This design comes from an exercise in tuning for a short achievable clock period and few clock cycles on the open sky130 flow, not from production work. In this exercise RTL edits were held to simulation tests only and were not proved equivalent to the original. Power is estimated from default activity; no workload was simulated.

File: design/flow/constraint.sdc
create_clock -name core_clock -period 12.0 [get_ports {clk}]
set_input_delay 2.4000 -clock core_clock [delete_from_list [all_inputs] [get_ports {clk}]]
set_output_delay 2.4000 -clock core_clock [all_outputs]
set_load 0.01 [all_outputs]
File: design/flow/config.mk
export PLATFORM = sky130hd
export DESIGN_NAME = mcpu_top
export DESIGN_NICKNAME = mcpu_top
export VERILOG_FILES = /design/flow/design.v
export SDC_FILE = /design/flow/constraint.sdc
export NUM_CORES = 4
export LEC_CHECK = 0
export CAP_MARGIN = 20
export CORE_MARGIN = 2
export CORE_UTILIZATION = 30
export PLACE_DENSITY = 0.45
export SLEW_MARGIN = 20
File: design/flow/run.sh
#!/bin/bash
# synth_recipe.tcl (not shown) runs the flow's synth.tcl, then flattens the netlist and writes it again
# the make line also repeats each setting of config.mk as NAME=value (left out here)
make -C /OpenROAD-flow-scripts/flow DESIGN_CONFIG=/design/flow/config.mk WORK_HOME=/design/flow/orfs CLKGATE_MAP_FILE= SYNTH_SCRIPT=/design/flow/synth_recipe.tcl finish
File: design/flow/design.v
`timescale 1ns / 1ps
module M_datapath(input clk,
                  input reset,
                  input MIO_ready,
                  input IorD,
                  input IRWrite,
                  input [1:0] RegDst,
                  input RegWrite,
                  input [1:0] MemtoReg,
                  input ALUSrcA,
                  input[1:0]ALUSrcB,
                  input[1:0]PCSource,
                  input PCWrite,
                  input PCWriteCond,
                  input Branch,
                  input[3:0]ALU_operation,
                  output[31:0]PC_Current,
                  input[31:0]data2CPU,
                  output[31:0]Inst,
                  output[31:0]data_out,
                  output[31:0]M_addr,
                  output zero,
                  output overflow);
    wire [31:0] ALUout;
    wire [31:0] Imm32;
    wire [31:0] res;
    wire [4:0]  Wt_addr;
    wire [31:0] MD;
    wire [31:0] Wt_data;
    wire [31:0] data_B;
    wire [31:0] rdata_A;
    wire [31:0] data_A;
    wire [31:0] PC_out;
    wire [31:0] lui;
    wire [4:0] ra;
    assign ra = 5'd31;
    assign Imm32 = {Inst[15] ? 16'hFFFF : 16'h0, Inst[15:0]};
    assign data_A = ALUSrcA ? rdata_A[31:0] : PC_Current[31:0];
    assign M_addr = IorD ? ALUout[31:0] : PC_Current[31:0];
    assign lui = {Inst[15:0], data_out[15:0]};
    ALU  U1 (.A(data_A[31:0]),
             .ALU_operation(ALU_operation),
             .B(data_B[31:0]),
             .shamt(Inst[10:6]),
             .overflow(overflow),
             .res(res[31:0]),
             .zero(zero));
    Regs U2 (.clk(clk),
             .we(RegWrite),
             .rst(reset),
             .R_addr_A(Inst[25:21]),
             .R_addr_B(Inst[20:16]),
             .Wt_addr(Wt_addr[4:0]),
             .Wt_data(Wt_data[31:0]),
             .rdata_A(rdata_A[31:0]),
             .rdata_B(data_out[31:0]));
    REG32 IR (.CE(IRWrite),
              .clk(clk),
              .D(data2CPU[31:0]),
              .rst(reset),
              .Q(Inst[31:0]));
    REG32 MDR (.CE(1'b1),
               .clk(clk),
               .D(data2CPU[31:0]),
               .rst(1'b0),
               .Q(MD[31:0]));
    REG32 PC_Reg (.CE(((~(zero ^ Branch) & PCWriteCond) | PCWrite) & MIO_ready),
                  .clk(clk),
                  .D(PC_out[31:0]),
                  .rst(reset),
                  .Q(PC_Current[31:0]));
    REG32 ALU_Out_Reg (.CE(1'b1),
                       .clk(clk),
                       .D(res[31:0]),
                       .rst(1'b0),
                       .Q(ALUout[31:0]));
    MUX4T1_32 WtData_4t1 (.I0(ALUout[31:0]),
                          .I1(MD[31:0]),
                          .I2(lui[31:0]),
                          .I3(PC_Current[31:0]),
                          .s(MemtoReg[1:0]),
                          .o(Wt_data[31:0]));
    MUX4T1_32 ALUB_2t1 (.I0(data_out[31:0]),
                        .I1(32'h4),
                        .I2(Imm32[31:0]),
                        .I3({Imm32[29:0], 1'b0, 1'b0}),
                        .s(ALUSrcB[1:0]),
                        .o(data_B[31:0]));
    MUX4T1_32 PC_4t1 (.I0(res[31:0]),
                      .I1(ALUout[31:0]),
                      .I2({PC_Current[31:28], Inst[25:0], 2'b00}),
                      .I3(ALUout[31:0]),
                      .s(PCSource[1:0]),
                      .o(PC_out[31:0]));
    MUX4T1_5 WtAddr_4t1 (.I0(Inst[20:16]),
                         .I1(Inst[15:11]),
                         .I2(ra[4:0]),
                         .I3(5'b0),
                         .s(RegDst[1:0]),
                         .o(Wt_addr[4:0]));
endmodule
module REG32(
           input clk,
           input rst,
           input CE,
           input [31:0] D,
           output reg [31:0] Q);
    always @(posedge clk or posedge rst) begin
        if (rst) begin
                Q <= 0;
            end else if (CE) begin
                Q <= D;
            end
    end
endmodule
module ALU(input [31:0] A, B,
           input [3:0] ALU_operation,
           input [4:0] shamt,
           output reg [31:0] res,
           output zero,
           output reg overflow);
    wire [31:0] res_and, res_or, res_add, res_sub, res_nor, res_slt, res_srl, res_sll, res_xor;
    assign res_and = A & B;
    assign res_or  = A | B;
    assign res_add = A + B;
    assign res_sub = A - B;
    assign res_slt =($signed(A) < $signed(B)) ? 32'h1 : 32'h0;
    wire [31:0] res_sltu;
    assign res_sltu =(A < B) ? 32'h1 : 32'h0;
    assign res_srl = B >> shamt;
    assign res_sll = B << shamt;
    assign res_xor = A ^ B;
    assign zero = (res == 0)? 1: 0;
    always @*
        if(ALU_operation[3] == 1'b0) begin
            case (ALU_operation[2:0])
                3'b000: begin
                    res = res_and;
                    overflow = 1'b0;
                end
                3'b001: begin
                    res = res_or;
                    overflow = 1'b0;
                end
                3'b010: begin
                    res = res_add;
                    overflow = A[31] & ~res[31] | A[31] & B [31] | B[31] & ~res[31];
                end
                3'b110: begin
                    res = res_sub;
                    overflow = ~A[31] & res[31] | ~A[31] & B [31] | B[31] & res[31];
                end
                3'b111: begin
                    res = res_slt;
                    overflow = 1'b0;
                end
                3'b100: begin
                    res = ~res_or;
                    overflow = 1'b0;
                end
                3'b101: begin
                    res = res_srl;
                    overflow = 1'b0;
                end
                3'b011: begin
                    res = res_xor;
                    overflow = 1'b0;
                end
                default: begin
                    res = 32'h0;
                    overflow = 1'b0;
                end
            endcase
        end
        else begin
            case(ALU_operation)
                4'b1000: begin 
                    res = res_sll;
                    overflow = 1'b0;
                end
                4'b1001: begin
                    res = res_sltu;
                    overflow = 1'b0;
                end
                default: begin
                    res = 32'h0;
                    overflow = 1'b0;
                end
            endcase
        end
endmodule
module Regs(input clk, rst, we,
            input [4:0] R_addr_A, R_addr_B, Wt_addr,
            input [31:0] Wt_data,
            output [31:0] rdata_A, rdata_B);
    reg [31:0] register [1:31];
    integer i;
	assign rdata_A = (R_addr_A == 0) ? 32'h0 : register[R_addr_A];
	assign rdata_B = (R_addr_B == 0) ? 32'h0 : register[R_addr_B];
	always @(posedge clk or posedge rst) begin
        if (rst == 1)
            for(i = 1; i < 32; i = i + 1)
                register[i] <= 32'h0;
        else if (Wt_addr != 0 && we == 1)
            register[Wt_addr] <= Wt_data;
    end
endmodule
module MUX4T1_5(input [4:0] I0, I1, I2, I3,
                input [1:0] s,
                output [4:0] o);
    assign o = s[1] ? (s[0] ? I3 :I2) : (s[0] ? I1 : I0);
endmodule
module MUX4T1_32(input [31:0] I0, I1, I2, I3,
                 input [1:0] s,
                 output [31:0] o);
    assign o = s[1] ? (s[0] ? I3 :I2) : (s[0] ? I1 : I0);
endmodule
`timescale 1ns / 1ps
module ctrl(input clk,
            input reset,
            input [31:0] Inst_in,
            input zero,
            input overflow,
            input MIO_ready,
            output reg MemRead,
            output reg MemWrite,
            output reg [3:0] ALU_operation,
            output [4:0] state_out,
            output reg CPU_MIO,
            output reg IorD,
            output reg IRWrite,
            output reg [1:0] RegDst,
            output reg RegWrite,
            output reg [1:0] MemtoReg,
            output reg ALUSrcA,
            output reg [1:0] ALUSrcB,
            output reg [1:0] PCSource,
            output reg PCWrite,
            output reg PCWriteCond,
            output reg Branch);
    localparam
    IF = 4'b0000,
    ID = 4'b0001,
    Mem_Ex = 4'b0010,
    Mem_RD = 4'b0011,
    LW_WB = 4'b0100,
    Mem_WD = 4'b0101,
    R_Exe = 4'b0110,
    R_WB = 4'b0111,
    Beq_Exe = 4'b1000,
    J = 4'b1001,
    I_Exe = 4'b1010,
    I_WB = 4'b1011,
    Lui_WB = 4'b1100,
    Bne_Exe = 4'b1101,
    Jr = 4'b1110,
    Jal = 4'b1111;
    localparam
    ALU_AND = 3'b000,
    ALU_OR = 3'b001,
    ALU_ADD = 3'b010,
    ALU_XOR = 3'b011,
    ALU_NOR = 3'b100,
    ALU_SRL = 3'b101,
    ALU_SUB = 3'b110,
    ALU_SLT = 3'b111,
    ALU_SLL = 4'b1000,
    ALU_SLLV = 4'b1000,
    ALU_SLTU = 4'b1001;
    reg [3:0] state;
    assign state_out = {1'b0, state};
    task GoToIF;
        begin
            {PCWrite, PCWriteCond, IorD, MemRead, MemWrite, IRWrite, MemtoReg[1:0], PCSource[1:0], ALUSrcB[1:0], ALUSrcA, RegWrite, RegDst[1:0], CPU_MIO} <= 17'h12821;
            ALU_operation     <= ALU_ADD;
            state             <= IF;
        end
    endtask
    always @(posedge clk or posedge reset) begin
        if (reset) begin
            GoToIF;
            Branch <= 0;
        end
        else begin
            ALU_operation <= ALU_ADD;
            case (state)
                IF: begin
                    if (MIO_ready) begin
                        {PCWrite, PCWriteCond, IorD, MemRead, MemWrite, IRWrite, MemtoReg[1:0], PCSource[1:0], ALUSrcB[1:0], ALUSrcA, RegWrite, RegDst[1:0], CPU_MIO} <= 17'h00060;
                        ALU_operation     <= ALU_ADD;
                        state             <= ID;
                    end
                    else begin
                        GoToIF;
                    end
                end
                ID: begin
                    case (Inst_in[31:26])
                        6'b000000: begin   
                            {PCWrite, PCWriteCond, IorD, MemRead, MemWrite, IRWrite, MemtoReg[1:0], PCSource[1:0], ALUSrcB[1:0], ALUSrcA, RegWrite, RegDst[1:0], CPU_MIO} <= 17'h00010;
                            state             <= R_Exe;
                            case (Inst_in[5:0])
                                6'b100000: ALU_operation <= ALU_ADD;
                                6'b100010: ALU_operation <= ALU_SUB;
                                6'b100100: ALU_operation <= ALU_AND;
                                6'b100101: ALU_operation <= ALU_OR;
                                6'b100110: ALU_operation <= ALU_XOR;
                                6'b100111: ALU_operation <= ALU_NOR;
                                6'b101010: ALU_operation <= ALU_SLT;
                                6'b101011: ALU_operation <= ALU_SLTU;
                                6'b000010: ALU_operation <= ALU_SRL;
                                6'b000100: ALU_operation <= ALU_SLL;
                                6'b000000: ALU_operation <= ALU_SLLV;
                                6'b001000: begin   
                                    {PCWrite, PCWriteCond, IorD, MemRead, MemWrite, IRWrite, MemtoReg[1:0], PCSource[1:0], ALUSrcB[1:0], ALUSrcA, RegWrite, RegDst[1:0], CPU_MIO} <= 17'h10010;
                                    state             <= Jr;
                                end
                                default: begin
                                    GoToIF;   
                                end
                            endcase
                        end
                        6'b001000: begin   
                            {PCWrite, PCWriteCond, IorD, MemRead, MemWrite, IRWrite, MemtoReg[1:0], PCSource[1:0], ALUSrcB[1:0], ALUSrcA, RegWrite, RegDst[1:0], CPU_MIO} <= 17'h00050;
                            ALU_operation     <= ALU_ADD;
                            state             <= I_Exe;
                        end
                        6'b001100: begin   
                            {PCWrite, PCWriteCond, IorD, MemRead, MemWrite, IRWrite, MemtoReg[1:0], PCSource[1:0], ALUSrcB[1:0], ALUSrcA, RegWrite, RegDst[1:0], CPU_MIO} <= 17'h00050;
                            ALU_operation     <= ALU_AND;
                            state             <= I_Exe;
                        end
                        6'b001101: begin   
                            {PCWrite, PCWriteCond, IorD, MemRead, MemWrite, IRWrite, MemtoReg[1:0], PCSource[1:0], ALUSrcB[1:0], ALUSrcA, RegWrite, RegDst[1:0], CPU_MIO} <= 17'h00050;
                            ALU_operation     <= ALU_OR;
                            state             <= I_Exe;
                        end
                        6'b001110: begin   
                            {PCWrite, PCWriteCond, IorD, MemRead, MemWrite, IRWrite, MemtoReg[1:0], PCSource[1:0], ALUSrcB[1:0], ALUSrcA, RegWrite, RegDst[1:0], CPU_MIO} <= 17'h00050;
                            ALU_operation     <= ALU_XOR;
                            state             <= I_Exe;
                        end
                        6'b001010: begin   
                            {PCWrite, PCWriteCond, IorD, MemRead, MemWrite, IRWrite, MemtoReg[1:0], PCSource[1:0], ALUSrcB[1:0], ALUSrcA, RegWrite, RegDst[1:0], CPU_MIO} <= 17'h00050;
                            ALU_operation     <= ALU_SLT;
                            state             <= I_Exe;
                        end
                        6'b001011: begin   
                            {PCWrite, PCWriteCond, IorD, MemRead, MemWrite, IRWrite, MemtoReg[1:0], PCSource[1:0], ALUSrcB[1:0], ALUSrcA, RegWrite, RegDst[1:0], CPU_MIO} <= 17'h00050;
                            ALU_operation     <= ALU_SLTU;
                            state             <= I_Exe;
                        end
                        6'b001111: begin   
                            {PCWrite, PCWriteCond, IorD, MemRead, MemWrite, IRWrite, MemtoReg[1:0], PCSource[1:0], ALUSrcB[1:0], ALUSrcA, RegWrite, RegDst[1:0], CPU_MIO} <= 17'h00468;
                            state             <= Lui_WB;
                        end
                        6'b100011, 6'b101011: begin   
                            {PCWrite, PCWriteCond, IorD, MemRead, MemWrite, IRWrite, MemtoReg[1:0], PCSource[1:0], ALUSrcB[1:0], ALUSrcA, RegWrite, RegDst[1:0], CPU_MIO} <= 17'h00050;
                            ALU_operation     <= ALU_ADD;
                            state             <= Mem_Ex;
                        end
                        6'b000100: begin   
                            Branch            <= 1;
                            {PCWrite, PCWriteCond, IorD, MemRead, MemWrite, IRWrite, MemtoReg[1:0], PCSource[1:0], ALUSrcB[1:0], ALUSrcA, RegWrite, RegDst[1:0], CPU_MIO} <= 17'h08090;
                            ALU_operation     <= ALU_SUB;
                            state             <= Beq_Exe;
                        end
                        6'b000101: begin   
                            Branch            <= 0;
                            {PCWrite, PCWriteCond, IorD, MemRead, MemWrite, IRWrite, MemtoReg[1:0], PCSource[1:0], ALUSrcB[1:0], ALUSrcA, RegWrite, RegDst[1:0], CPU_MIO} <= 17'h08090;
                            ALU_operation     <= ALU_SUB;
                            state             <= Bne_Exe;
                        end
                        6'b000010: begin   
                            {PCWrite, PCWriteCond, IorD, MemRead, MemWrite, IRWrite, MemtoReg[1:0], PCSource[1:0], ALUSrcB[1:0], ALUSrcA, RegWrite, RegDst[1:0], CPU_MIO} <= 17'h10160;
                            state             <= J;
                        end
                        6'b000011: begin   
                            {PCWrite, PCWriteCond, IorD, MemRead, MemWrite, IRWrite, MemtoReg[1:0], PCSource[1:0], ALUSrcB[1:0], ALUSrcA, RegWrite, RegDst[1:0], CPU_MIO} <= 17'h1076C;
                            state             <= Jal;
                        end
                        default: begin   
                            GoToIF;
                        end
                    endcase
                end
                Mem_Ex: begin
                    case (Inst_in[31:26])
                        6'b100011: begin   
                            {PCWrite, PCWriteCond, IorD, MemRead, MemWrite, IRWrite, MemtoReg[1:0], PCSource[1:0], ALUSrcB[1:0], ALUSrcA, RegWrite, RegDst[1:0], CPU_MIO} <= 17'h06051;
                            state             <= Mem_RD;
                        end
                        6'b101011: begin   
                            {PCWrite, PCWriteCond, IorD, MemRead, MemWrite, IRWrite, MemtoReg[1:0], PCSource[1:0], ALUSrcB[1:0], ALUSrcA, RegWrite, RegDst[1:0], CPU_MIO} <= 17'h05051;
                            state             <= Mem_WD;
                        end
                        default: begin   
                            GoToIF;
                        end
                    endcase
                end
                Mem_RD: begin
                    if (MIO_ready) begin
                        {PCWrite, PCWriteCond, IorD, MemRead, MemWrite, IRWrite, MemtoReg[1:0], PCSource[1:0], ALUSrcB[1:0], ALUSrcA, RegWrite, RegDst[1:0], CPU_MIO} <= 17'h00208;
                        state             <= LW_WB;
                        end else begin
                            {PCWrite, PCWriteCond, IorD, MemRead, MemWrite, IRWrite, MemtoReg[1:0], PCSource[1:0], ALUSrcB[1:0], ALUSrcA, RegWrite, RegDst[1:0], CPU_MIO} <= 17'h06051;
                            state             <= Mem_RD;
                        end
                    end
                    LW_WB: begin
                        GoToIF;
                    end
                    Mem_WD: begin
                        if (MIO_ready) begin
                            GoToIF;
                        end
                        else begin
                            {PCWrite, PCWriteCond, IorD, MemRead, MemWrite, IRWrite, MemtoReg[1:0], PCSource[1:0], ALUSrcB[1:0], ALUSrcA, RegWrite, RegDst[1:0], CPU_MIO} <= 17'h05051;
                            state             <= Mem_WD;
                        end
                    end
                    R_Exe: begin
                        {PCWrite, PCWriteCond, IorD, MemRead, MemWrite, IRWrite, MemtoReg[1:0], PCSource[1:0], ALUSrcB[1:0], ALUSrcA, RegWrite, RegDst[1:0], CPU_MIO} <= 17'h0001A;
                        state             <= R_WB;
                    end
                    R_WB: begin
                        GoToIF;
                    end
                    Beq_Exe: begin
                        GoToIF;
                    end
                    J: begin
                        GoToIF;
                    end
                    I_Exe: begin
                        {PCWrite, PCWriteCond, IorD, MemRead, MemWrite, IRWrite, MemtoReg[1:0], PCSource[1:0], ALUSrcB[1:0], ALUSrcA, RegWrite, RegDst[1:0], CPU_MIO} <= 17'h00058;
                        state             <= I_WB;
                    end
                    I_WB: begin
                        GoToIF;
                    end
                    Lui_WB: begin
                        GoToIF;
                    end
                    Bne_Exe: begin
                        GoToIF;
                    end
                    Jr: begin
                        GoToIF;
                    end
                    Jal: begin
                        GoToIF;
                    end
                    default begin   
                        GoToIF;
                    end
            endcase
        end
    end
endmodule
`timescale 1ns / 1ps
module MCPU(input INT,
            input clk,
            input reset,
            input MIO_ready,
            input [31:0] Data_in,
            output mem_w,
            output [31:0] PC_out,
            output [31:0] inst_out,
            output [31:0] Data_out,
            output [31:0] Addr_out,
            output CPU_MIO,
            output [4:0] state);
    wire MemRead, MemWrite, IorD, IRWrite, RegWrite, ALUSrcA, PCWrite, PCWriteCond, Branch;
    wire zero, overflow;
    wire [1:0] RegDst, MemtoReg, ALUSrcB, PCSource;
    wire [3:0] ALU_operation;
    assign mem_w = (~MemRead) & MemWrite;
    ctrl Controller(.clk(clk), .reset(reset), .zero(zero), .overflow(overflow),
    .MIO_ready(MIO_ready), .Inst_in(inst_out), .MemRead(MemRead), .MemWrite(MemWrite),
    .CPU_MIO(CPU_MIO), .IorD(IorD), .IRWrite(IRWrite), .RegWrite(RegWrite),
    .ALUSrcA(ALUSrcA), .PCWrite(PCWrite), .PCWriteCond(PCWriteCond), .Branch(Branch),
    .RegDst(RegDst), .MemtoReg(MemtoReg), .ALUSrcB(ALUSrcB), .PCSource(PCSource),
    .ALU_operation(ALU_operation), .state_out(state));
    M_datapath Datapath(.clk(clk), .reset(reset), .MIO_ready(MIO_ready), .IorD(IorD),
    .IRWrite(IRWrite), .RegWrite(RegWrite), .ALUSrcA(ALUSrcA), .PCWrite(PCWrite),
    .PCWriteCond(PCWriteCond), .Branch(Branch), .RegDst(RegDst), .MemtoReg(MemtoReg),
    .ALUSrcB(ALUSrcB), .PCSource(PCSource), .ALU_operation(ALU_operation), .data2CPU(Data_in),
    .zero(zero), .overflow(overflow), .PC_Current(PC_out), .Inst(inst_out), .data_out(Data_out),
    .M_addr(Addr_out));
endmodule
`timescale 1ns / 1ps
module mcpu_top(input clk,
                input reset,
                input [31:0] Data_in,
                output mem_w,
                output [31:0] Addr_out,
                output [31:0] Data_out);
    MCPU cpu(.INT(1'b0), .clk(clk), .reset(reset), .MIO_ready(1'b1),
             .Data_in(Data_in), .mem_w(mem_w), .PC_out(), .inst_out(),
             .Data_out(Data_out), .Addr_out(Addr_out), .CPU_MIO(), .state());
endmodule
==> results.txt <==
state kept, by name, indices dropped and copies added, names as in the netlist:
name,cells
cpu.Controller.state,4
cpu.Controller.IorD,1
cpu.Controller.RegDst,2
cpu.Controller.ALUSrcA,1
cpu.Controller.MemWrite,1
cpu.Controller.PCSource,2
cpu.Datapath.MDR.Q,32
cpu.Datapath.PC_Reg.Q,32
cpu.Controller.RegWrite,1
cpu.Controller.ALUSrcB,2
cpu.Datapath.ALU_Out_Reg.Q,32
cpu.Controller.Branch,1
cpu.Controller.PCWrite,1
cpu.Datapath.IR.Q,32
cpu.Controller.MemtoReg,2
cpu.Controller.ALU_operation,4
cpu.Controller.IRWrite,1
cpu.Controller.MemRead,1
cpu.Datapath.U2.register,992
worst paths after layout:
kind                                                  start                          endpoint  slack (ns)  depth (start not counted)
max reg2reg                           cpu.Datapath.IR.Q[20]          cpu.Datapath.PC_Reg.Q[4]        1.67                         27
min                        cpu.Datapath.U2.register[12][27]  cpu.Datapath.U2.register[12][27]        0.50                          2
min reg2reg                cpu.Datapath.U2.register[12][27]  cpu.Datapath.U2.register[12][27]        0.50                          2
min in group asynchronous                             reset  cpu.Datapath.U2.register[18][23]        2.05                          2
max in group asynchronous                             reset    cpu.Datapath.U2.register[8][5]        7.72                          4
max                                   cpu.Datapath.IR.Q[20]          cpu.Datapath.PC_Reg.Q[4]        1.67                         27
worst register-to-register path, stage by stage (launching register included):
cell,delay [ns]
dfrtp_4,0.84
buf_4,0.69
mux2i_1,1.10
o22ai_1,0.32
nor3_1,0.46
nand4_1,0.51
o21bai_2,0.64
inv_1,0.10
ha_1,0.39
inv_1,0.14
a21oi_1,0.12
o31ai_1,0.42
a41oi_1,0.18
buf_4,0.19
o2bb2ai_1,0.53
a21o_1,0.26
a311o_1,0.25
a21oi_1,0.15
o2111ai_1,0.21
o2111ai_1,0.16
or4_1,0.67
or2_2,0.39
nand4b_2,0.20
buf_4,0.19
or3_4,0.48
buf_4,0.24
a41oi_1,0.23
nand4_1,0.11
logic make-up after synthesis:
group,count (synthesis),share of synthesized area
buffers and inverters,920,0.0536
flip-flops,1144,0.410
AND/OR/NAND/NOR,2958,0.204
adder cells (fa/ha/maj),113,0.0207
XOR/XNOR,22,0.00279
AO/OA/AOI/OAI,2792,0.262
multiplexers,300,0.0473
area by class of cell:
type | instances | area [sq um] | area share
Tap cell | 3026 | 3790 | 0.0475
Timing Repair Buffer | 452 | 3870 | 0.0486
Clock inverter | 51 | 905 | 0.0114
Antenna cell | 45 | 113 | 0.00141
Clock buffer | 199 | 4100 | 0.0515
Sequential cell | 1144 | 28300 | 0.356
Inverter | 145 | 548 | 0.00688
Multi-Input combinational cell | 6185 | 38000 | 0.477
cells in the final DEF, fill, tap and decap left out, types with 51 or more instances in the layout:
master and count:
dfrtp_1 1061, dfxtp_1 64, a21oi_1 254, mux2i_1 191, nor2_1 346, nor4_1 59, o21ai_0 1182, mux2_2 97
clkbuf_16 143, nand2_1 1363, a31oi_1 62, a221oi_1 94, ha_1 111, a2111oi_0 76, nand3_1 235, nor2b_1 51
a22o_1 79, and3_1 237, inv_1 139, a22oi_1 419, nand4_1 154, nor3_1 95, nand3b_1 52, a211oi_1 70
clkdlybuf4s50_1 98, buf_4 336
layer usage:
layer	GRT usage	part of all wire	wire, um	vias to the layer above
met5	0.0147	0.0015	715	-
met4	0.273	0.085	40500	54
met3	0.146	0.12	59600	1907
met2	0.569	0.41	197000	6316
met1	0.487	0.38	181000	37500
li1	-	-	-	30100
power breakdown:
group / internal (mW) / switching [mW] / leakage, nW / total [mW]
logic: 4.29 / 11.9 / 15.7 / 16.2
registers: 5.22 / 2.00 / 15.2 / 7.21
clock network: 2.76 / 1.94 / 2.42 / 4.71
total: 12.3 / 15.9 / 33.3 / 28.1
stage by stage:
stage | cells | worst slack (ns) | total power, mW
after floorplan | 8249 | -5.29 | 13.9
after global placement | 10900 | 2.19 | 22.4
after detailed placement | 11000 | 2.37 | 22.4
after CTS | 11200 | 2.37 | 27.1
after global routing | 11200 | 1.75 | 28.5
final | 11200 | 1.67 | 28.1
==> impl_metrics.toml <==
[timing]
layout_min_cycle_time_ns = 10.33
fmax_mhz = 96.8
relSlewSlack = 0.0845
fin_crit_sh = 0.861
finalClockSkew_ns = 0.0785
hold_viol_final = 0
tightestPinTransition_ns = 1.36
fin_setup_tns_ns = 0
holdWs_ns = 0.496
setup_violations = 0
final_max_slew_viol_count = 0
rsz0062_at_grt = "false"

[yosys]
synth_cell_types = 107
ys_seq_area_frac = 0.410
yosys_warnings = 5
async_reset_ff_frac = 0.944
synth_top_area_frac = 0.390
yosys_register_bits = 1144
synth_fp_nets = 8396
synth.area.top_cells = "dfrtp_1 39%, o21ai_0 8.8%, nand2_1 7.6%"
syn_avg_cell_area_sq_um = 8.37
synth_edf_count = 0
synthCells = 8249
synthFlopType = "dfrtp_1"
yosys.area.top_type = "dfrtp_1"
syn_area_sq_um = 69000
ys_top_cells_by_count = "1394 x nand2_1, 1215 x o21ai_0, 1075 x dfrtp_1"
yosysMostFrequentCell = "nand2_1"

[floorplanning]
rows = 176
die_w_um = 484
fp.dieH_um = 484
initial_utilization = 0.301
coreArea_sq_um = 229000
io-pin-count = 99
dieArea_sq_um = 234000

[grt]
grt_overflow_total = 0
grt_pass1_wl_um = 639000
antenna_found_initial = 62
grt_pass1_vias = 70000
grt_usage = 0.395
grt_max_degree = 157

[run_status]
status = "timing/DRC/antenna clean"

[detailed_routing]
num_vias = 75800
drtIter0Drc = 12400
wl_per_cell_um = 42.5
routed_via_density = 6.74
drtAntennaViolNets = 0
firstDrtPassIters = 10
routed_wl_um = 478000
drc_errors = 0

[clock_network]
cts_resized = 0
cts_hold_buffers = 0
cts_tree = "built"
cts_setup_buffers = 0
htreeDepth = 4
path_clk_slew_ns = 0.06
clockRootBuffer = "clkbuf_16"
clk_path_buf_depth = 3
insertion_delay_ns = 0.86
cts.sinks = 1144
cts_made_buffers = 141

[setup_path]
worstSetupPathType = "reg -> reg"
crit_top_cell = "buf_4"
slowest_stage = "mux2i_1"
worst_setup_path_start_kind = "register"
cp.arrival_ns = 11.01
cp.required_ns = 12.68
cp-end-kind = "register"
crit_fanout = 41
critical_path.top_delay_family = "compound AO/OA/AOI/OAI gates"
cp_slowest_stage_delay_ns = 1.00
crit_buf_inv = 6

[place]
portBuffers = 98
dp_hpwl_um = 334000
place_area_sq_um = 74400
place_congestion = 1.07

[run]
drv_cap = 0

[cells_and_area]
fill_cells = 23900
fin_area_sq_um = 79600
fin_nets = 8216
drive_above_1_share = 0.118
area_delta_synth_final_pct = 15.3
utilization = 0.347

[min_path]
hp-class = "reg -> reg"

[power]
ir_drop_uv = 178
powerDensity_nw_per_um2 = 353
power_leakage_nw = 33.3
Testbench counts, summed over its fixed seeds: cycles 39,835.

## what the ideal ports hide
The flow's constraints put no driver on any port. The routed layout listed below was extracted and timed again, unchanged, in two steps. Step 1 (the two cells are an assumption about what drives the block):
set clk [get_ports {clk}]
set_driving_cell -lib_cell sky130_fd_sc_hd__clkbuf_16 $clk
set_driving_cell -lib_cell sky130_fd_sc_hd__buf_2 [delete_from_list [all_inputs] $clk]
Step 2, shift: input delay + t, output delay - t, t = (earliest + latest rising clock arrival at the registers) / 2. This alone moves slack from input paths to output paths. a / b / c = ideal ports / drivers / drivers and shift; a / b = the first two.
t, ns: 0.917
slack for setup (ns): 1.669 / 1.669 / 1.669
worst setup path at the end: register to register
slew at the worst register clock pin (ns): 0.07 / 0.07
worst data-port slew with drivers (ns): 0.06
After both steps this run still meets setup and hold. For this run, drivers alone change the setup slack by 0.000 ns; drivers and shift together by 0.000 ns.
